From an optimization exercise on the open Yosys and OpenROAD flow, aimed at small area; shortcuts taken in it are not production practice. Only simulation tests tie the RTL to the original design; equivalence was not proved. The clock port is modelled as an ideal driver, which makes a skipped or thinned clock tree look cheaper than it is; a real chip needs a root buffer or a tree. Power figures rest on the tool's default switching activity, not on a simulated workload.

== v11 ==
## top
module top (
    input  logic clock,
    input  logic reset,
    input  logic mode_buttonBTNC,
    input  logic add_buttonBTNR,
    input  logic sub_buttonBTNL,
    output logic [7:0] AN,
    output logic [7:0] DIGIT
);
Size: roughly 330 cells after synthesis, ~21 I/O pins, roughly 0.0031 sq mm of cells after synthesis.
Settings: LEC_CHECK=0, CAP_MARGIN=20, CORE_MARGIN=2, CORE_UTILIZATION=40, SLEW_MARGIN=20; clock period 10.0 ns.
standard.sh (not shown) runs the stock make flow with config.mk's settings and CLKGATE_MAP_FILE= SYNTH_SCRIPT=/design/flow/synth_recipe.tcl, a recipe that flattens the netlist after the stock synthesis.
==> flow/flow/run.sh <==
#!/bin/bash
# Own layout flow: the standard synthesis, then the combinational logic
# between the registers is re-mapped by ABC with an area-oriented script
# (registers, their names and cell types are kept as instances), then the standard flow's
# standard layout from that netlist, with the port buffers made of buf_1.
set -euo pipefail
W=$PWD
LIB=$FLOW_HOME/platforms/$FLOW_PLATFORM/lib/sky130_fd_sc_hd__tt_025C_1v80.lib
R=$W/orfs/results/$FLOW_PLATFORM/top/base

# 1. standard synthesis
bash standard.sh synth > $W/synth.log 2>&1

# 2. re-map the combinational logic
mkdir -p $W/reopt
cd $W/reopt
cp $R/1_2_yosys.v std_1_2_yosys.v
cp $R/1_2_yosys.v in.v
python3 $W/flow/mkcells.py $LIB cells.v
DONTUSE=$(grep -oE 'cell *\("?sky130_fd_sc_hd__(lpflow|probe|clk|dly)[a-z0-9_]*' $LIB | sed -E 's/.*\("?//' | sed 's/^/-dont_use /' | tr '\n' ' ')
sed -e "s#@TOP@#$FLOW_TOP#" -e "s#@LIB@#$LIB#g" -e "s#@ABC@#$W/flow/reopt.abc#" -e "s#@DONTUSE@#$DONTUSE#" $W/flow/reopt.ys.in > reopt.ys
yosys -q -l $W/reopt.log reopt.ys > /dev/null 2>&1
cp out.v $R/1_2_yosys.v
touch $R/1_2_yosys.v
cd $W

# 3. standard layout from the re-mapped netlist
export BUFFER_PORTS_ARGS="-buffer_cell sky130_fd_sc_hd__buf_1"
export CTS_ARGS="-sink_clustering_enable -repair_clock_nets -dont_use_dummy_load -sink_clustering_size 24 -sink_clustering_max_diameter 300 -buf_list \"sky130_fd_sc_hd__clkbuf_8 sky130_fd_sc_hd__clkbuf_16\""
bash standard.sh finish > $W/layout.log 2>&1
==> flow/flow/reopt.abc <==
strash
&get -n
&deepsyn -I 2 -J 30
&put
dch -f
amap
topo
Other scripts of this flow, unchanged in this note and not shown: flow/flow/mkcells.py, flow/flow/reopt.ys.in
The final layout from v11, which completed every stage, passed the timing, design-rule and antenna checks at the end of the flow.
Setup changes, v11 to v42
-- flow/flow/run.sh --
<<< v11, line 27
# 3. standard layout from the re-mapped netlist
export BUFFER_PORTS_ARGS="-buffer_cell sky130_fd_sc_hd__buf_1"
export CTS_ARGS="-sink_clustering_enable -repair_clock_nets -dont_use_dummy_load -sink_clustering_size 24 -sink_clustering_max_diameter 300 -buf_list \"sky130_fd_sc_hd__clkbuf_8 sky130_fd_sc_hd__clkbuf_16\""
bash standard.sh finish > $W/layout.log 2>&1
>>> v42, line 27
# 3. standard layout from the re-mapped netlist
export BUFFER_PORTS_ARGS="-buffer_cell sky130_fd_sc_hd__buf_1"
bash standard.sh finish > $W/layout.log 2>&1
==> flow/flow/reopt.abc <==
strash
&get -n
&deepsyn -I 10 -J 100
&put
dch -f
amap
topo
==> comparison <==
- Run comparison: v11 highest-delay cell along the critical path sky130_fd_sc_hd__nor4_1; v42 highest-delay cell along the critical path sky130_fd_sc_hd__a2111oi_0
- Clock distribution area overhead in the final layout ends up lower on v11.
- Combinational-cell power consumption on v42 is down relative to v11.
- v42 finished all stages; the layout is clean.
- [compare] base=v11 new=v42: total congestion overflow flat, first-pass GRT wire length down 0.46%.
Edits applied to the flow inputs when going from v42 to v6:
-- flow/flow/run.sh --
<<< v42, line 27
# 3. standard layout from the re-mapped netlist
export BUFFER_PORTS_ARGS="-buffer_cell sky130_fd_sc_hd__buf_1"
bash standard.sh finish > $W/layout.log 2>&1
>>> v6, line 27
# 3. standard layout from the re-mapped netlist
export BUFFER_PORTS_ARGS="-buffer_cell sky130_fd_sc_hd__buf_1"
export CTS_ARGS="-sink_clustering_enable -repair_clock_nets -dont_use_dummy_load -sink_clustering_size 35 -sink_clustering_max_diameter 300 -buf_list sky130_fd_sc_hd__clkbuf_16"
bash standard.sh finish > $W/layout.log 2>&1
==> flow/flow/reopt.abc <==
strash
&get -n
&deepsyn -I 2 -J 30
&put
dch -f
amap
topo
==> comparison <==
- On post-layout minimum cycle time: between v42 and v6, it ends up lower for v42.
- v6 | stages: all done | timing, DRC, antenna: all pass
- Between v42 and v6, power dissipated by switching net loads is higher for v42, v6 comes in under that.
- Floorplan check, v6 vs v42: die outline larger in v6
- Changes observed in v6 relative to v42: combinational power went up; share of power burned in registers went down.

========
Starting RTL as in the previous note.
==> flow/config.mk <==
export PLATFORM = sky130hd
export DESIGN_NAME = top
export DESIGN_NICKNAME = top
export VERILOG_FILES = /design/flow/design.v
export SDC_FILE = /design/flow/constraint.sdc
export NUM_CORES = 4
export LEC_CHECK = 0
export CAP_MARGIN = 20
export CORE_MARGIN = 2
export CORE_UTILIZATION = 40
export SLEW_MARGIN = 20
==> flow/constraint.sdc <==
create_clock -name core_clock -period 10.0 [get_ports {clock}]
set_input_delay 2.0000 -clock core_clock [delete_from_list [all_inputs] [get_ports {clock}]]
set_output_delay 2.0000 -clock core_clock [all_outputs]
set_load 0.01 [all_outputs]
==> flow/flow/run.sh <==
#!/bin/bash
# Own layout flow: the standard synthesis, then the combinational logic
# between the registers is re-mapped by ABC with an area-oriented script
# (registers, their names and cell types are kept as instances), then the standard flow's
# standard layout from that netlist, with the port buffers made of buf_1
# and no dummy loads in the clock tree.
set -euo pipefail
W=$PWD
LIB=$FLOW_HOME/platforms/$FLOW_PLATFORM/lib/sky130_fd_sc_hd__tt_025C_1v80.lib
R=$W/orfs/results/$FLOW_PLATFORM/top/base

# 1. standard synthesis
bash standard.sh synth > $W/synth.log 2>&1

# 2. re-map the combinational logic
mkdir -p $W/reopt
cd $W/reopt
cp $R/1_2_yosys.v std_1_2_yosys.v
cp $R/1_2_yosys.v in.v
python3 $W/flow/mkcells.py $LIB cells.v
DONTUSE=$(grep -oE 'cell *\("?sky130_fd_sc_hd__(lpflow|probe|clk|dly)[a-z0-9_]*' $LIB | sed -E 's/.*\("?//' | sed 's/^/-dont_use /' | tr '\n' ' ')
sed -e "s#@TOP@#$FLOW_TOP#" -e "s#@LIB@#$LIB#g" -e "s#@ABC@#$W/flow/reopt.abc#" -e "s#@DONTUSE@#$DONTUSE#" $W/flow/reopt.ys.in > reopt.ys
yosys -q -l $W/reopt.log reopt.ys > /dev/null 2>&1
cp out.v $R/1_2_yosys.v
touch $R/1_2_yosys.v
cd $W

# 3. standard layout from the re-mapped netlist
export BUFFER_PORTS_ARGS="-buffer_cell sky130_fd_sc_hd__buf_1"
# clock tree: ORFS defaults, without the dummy loads that only balance load
export PRE_CTS_TCL=$W/flow/manual_cts.tcl
export MANUAL_CTS_GROUPS=4
export MANUAL_CTS_BUF=sky130_fd_sc_hd__clkbuf_8
bash standard.sh finish > $W/layout.log 2>&1
==> flow/flow/manual_cts.tcl <==
# Manual clock tree, sourced by ORFS's cts.tcl before its CTS (PRE_CTS_TCL).
# The registers' clock pins are split into NCLK groups by position (k-means),
# each group is driven by one clock buffer placed at its centre, and the
# clock port drives the NCLK buffers. ORFS's clock_tree_synthesis is then
# skipped; the rest of cts.tcl (legalization, timing repair) runs as usual.
set ncl $::env(MANUAL_CTS_GROUPS)
set bufname $::env(MANUAL_CTS_BUF)
set block [ord::get_db_block]
set db [ord::get_db]
set clk_net [$block findNet clock]
set sinks {}
foreach it [$clk_net getITerms] {
  if { [$it isInputSignal] || [$it getIoType] == "INPUT" } {
    set inst [$it getInst]
    set bb [$inst getBBox]
    lappend sinks [list $it [expr {([$bb xMin] + [$bb xMax]) / 2.0}] [expr {([$bb yMin] + [$bb yMax]) / 2.0}]]
  }
}
set n [llength $sinks]
puts "manual CTS: $n clock sinks, $ncl groups of $bufname"
# k-means, seeded with sinks spread along x then y order
set sorted [lsort -real -index 1 $sinks]
set cx {}; set cy {}
for {set k 0} {$k < $ncl} {incr k} {
  set s [lindex $sorted [expr {int(($k + 0.5) * $n / $ncl)}]]
  lappend cx [lindex $s 1]; lappend cy [lindex $s 2]
}
set cap [expr {int(ceil(double($n) / $ncl)) + 2}]
for {set iter 0} {$iter < 50} {incr iter} {
  # capacitated assignment: sinks in order of their best distance, each to the nearest group with room
  set cand {}
  foreach s $sinks {
    set best 1e18
    for {set k 0} {$k < $ncl} {incr k} {
      set d [expr {abs([lindex $s 1] - [lindex $cx $k]) + abs([lindex $s 2] - [lindex $cy $k])}]
      if {$d < $best} { set best $d }
    }
    lappend cand [list $s $best]
  }
  set cnt [lrepeat $ncl 0]
  set asg {}
  foreach c [lsort -real -index 1 $cand] {
    set s [lindex $c 0]
    set bk -1; set bd 1e18
    for {set k 0} {$k < $ncl} {incr k} {
      if {[lindex $cnt $k] >= $cap} continue
      set d [expr {abs([lindex $s 1] - [lindex $cx $k]) + abs([lindex $s 2] - [lindex $cy $k])}]
      if {$d < $bd} { set bd $d; set bk $k }
    }
    lset cnt $bk [expr {[lindex $cnt $bk] + 1}]
    lappend asg [list $s $bk]
  }
  set sx [lrepeat $ncl 0.0]; set sy [lrepeat $ncl 0.0]
  foreach a $asg {
    set k [lindex $a 1]; set s [lindex $a 0]
    lset sx $k [expr {[lindex $sx $k] + [lindex $s 1]}]
    lset sy $k [expr {[lindex $sy $k] + [lindex $s 2]}]
  }
  for {set k 0} {$k < $ncl} {incr k} {
    if {[lindex $cnt $k] > 0} {
      lset cx $k [expr {[lindex $sx $k] / [lindex $cnt $k]}]
      lset cy $k [expr {[lindex $sy $k] / [lindex $cnt $k]}]
    }
  }
}
set master [$db findMaster $bufname]
for {set k 0} {$k < $ncl} {incr k} {
  set inst [odb::dbInst_create $block $master "clkbuf_manual_$k"]
  set net [odb::dbNet_create $block "clknet_manual_$k"]
  $net setSigType CLOCK
  [$inst findITerm A] connect $clk_net
  [$inst findITerm X] connect $net
  $inst setLocation [expr {int([lindex $cx $k])}] [expr {int([lindex $cy $k])}]
  $inst setPlacementStatus PLACED
  lappend bufnets $net
}
foreach a $asg {
  set it [lindex [lindex $a 0] 0]
  set k [lindex $a 1]
  $it disconnect
  $it connect [lindex $bufnets $k]
}
puts "manual CTS: group sizes $cnt"
rename clock_tree_synthesis __orfs_clock_tree_synthesis
proc clock_tree_synthesis { args } {
  puts "manual CTS: clock_tree_synthesis skipped"
  set_propagated_clock [all_clocks]
}
==> flow/flow/reopt.abc <==
strash
&get -n
&deepsyn -I 2 -J 30
&put
dch -f
amap
topo
Other scripts of this flow, unchanged in this note and not shown: flow/flow/mkcells.py, flow/flow/reopt.ys.in
Edit:
--- a/flow/flow/run.sh
+++ b/flow/flow/run.sh
@@ -4,5 +4,5 @@
 # (registers, their names and cell types are kept as instances), then the standard flow's
 # standard layout from that netlist, with the port buffers made of buf_1
-# and no dummy loads in the clock tree.
+# and a one-level clock tree of 4 buffers (flow/manual_cts.tcl).
 set -euo pipefail
 W=$PWD
@@ -28,5 +28,6 @@
 # 3. standard layout from the re-mapped netlist
 export BUFFER_PORTS_ARGS="-buffer_cell sky130_fd_sc_hd__buf_1"
-# clock tree: ORFS defaults, without the dummy loads that only balance load
+# clock tree: the clock port drives 4 clkbuf_8, each driving the clock pins
+# of one group of nearby registers (flow/manual_cts.tcl, run before ORFS CTS)
 export PRE_CTS_TCL=$W/flow/manual_cts.tcl
 export MANUAL_CTS_GROUPS=4
--- a/flow/flow/manual_cts.tcl
+++ b/flow/flow/manual_cts.tcl
@@ -26,5 +26,5 @@
   lappend cx [lindex $s 1]; lappend cy [lindex $s 2]
 }
-set cap [expr {int(ceil(double($n) / $ncl)) + 2}]
+set cap [expr {int(ceil(double($n) / $ncl))}]
 for {set iter 0} {$iter < 50} {incr iter} {
   # capacitated assignment: sinks in order of their best distance, each to the nearest group with room
==> flow/flow/reopt.abc (replaced) <==
strash
&get -n
&deepsyn -I 10 -J 100
&put
dch -f
amap
topo
Design area drops by 1.6%.
Register-to-register slack gains 0.11 ns.
Power shrinks by 1.0%.
Routed wire length decreases by 1.5%.
Clock skew falls by 0.0094 ns.
Sequential share of layout area is higher by 0.87 points.
In every run of this note, the design's own scripts or RTL, not TritonCTS, make the clock network.

==> port drivers added, routing unchanged <==
The results above use ideal ports. As a check the final layouts listed here were re-extracted and re-timed, cells and wires unchanged.
Step 1: set_driving_cell puts a clkbuf_16 on clock and a buf_2 on each other input, an assumption about the parent block.
Step 2, shift: input delay + t, output delay - t, t = (earliest + latest rising clock arrival at the registers) / 2. This alone moves slack from input paths to output paths.
Three values: no drivers, after step 1, after step 2; two values: the first two.
run	t (ns)	setup WS [ns]	hold WS [ns]	worst data-port slew with drivers (ns)	cell pins on the clock port's net
v11	0.354	5.889 / 5.900 / 5.547	0.361 / 0.361 / 0.361	0.03	1
v42	0.369	6.271 / 6.242 / 5.927	0.353 / 0.353 / 0.353	0.03	1
v6	0.356	5.934 / 5.950 / 5.594	0.360 / 0.360 / 0.360	0.03	1
the first run of note 2	0.215	5.785 / 5.823 / 5.607	0.369 / 0.369 / 0.369	0.03	4
the second run of note 2	0.216	6.098 / 6.138 / 5.921	0.361 / 0.361 / 0.361	0.03	4
After both steps setup and hold are still met in every run listed. For v42, which loses most, drivers alone change the setup slack by -0.029 ns; drivers and shift together by -0.344 ns.
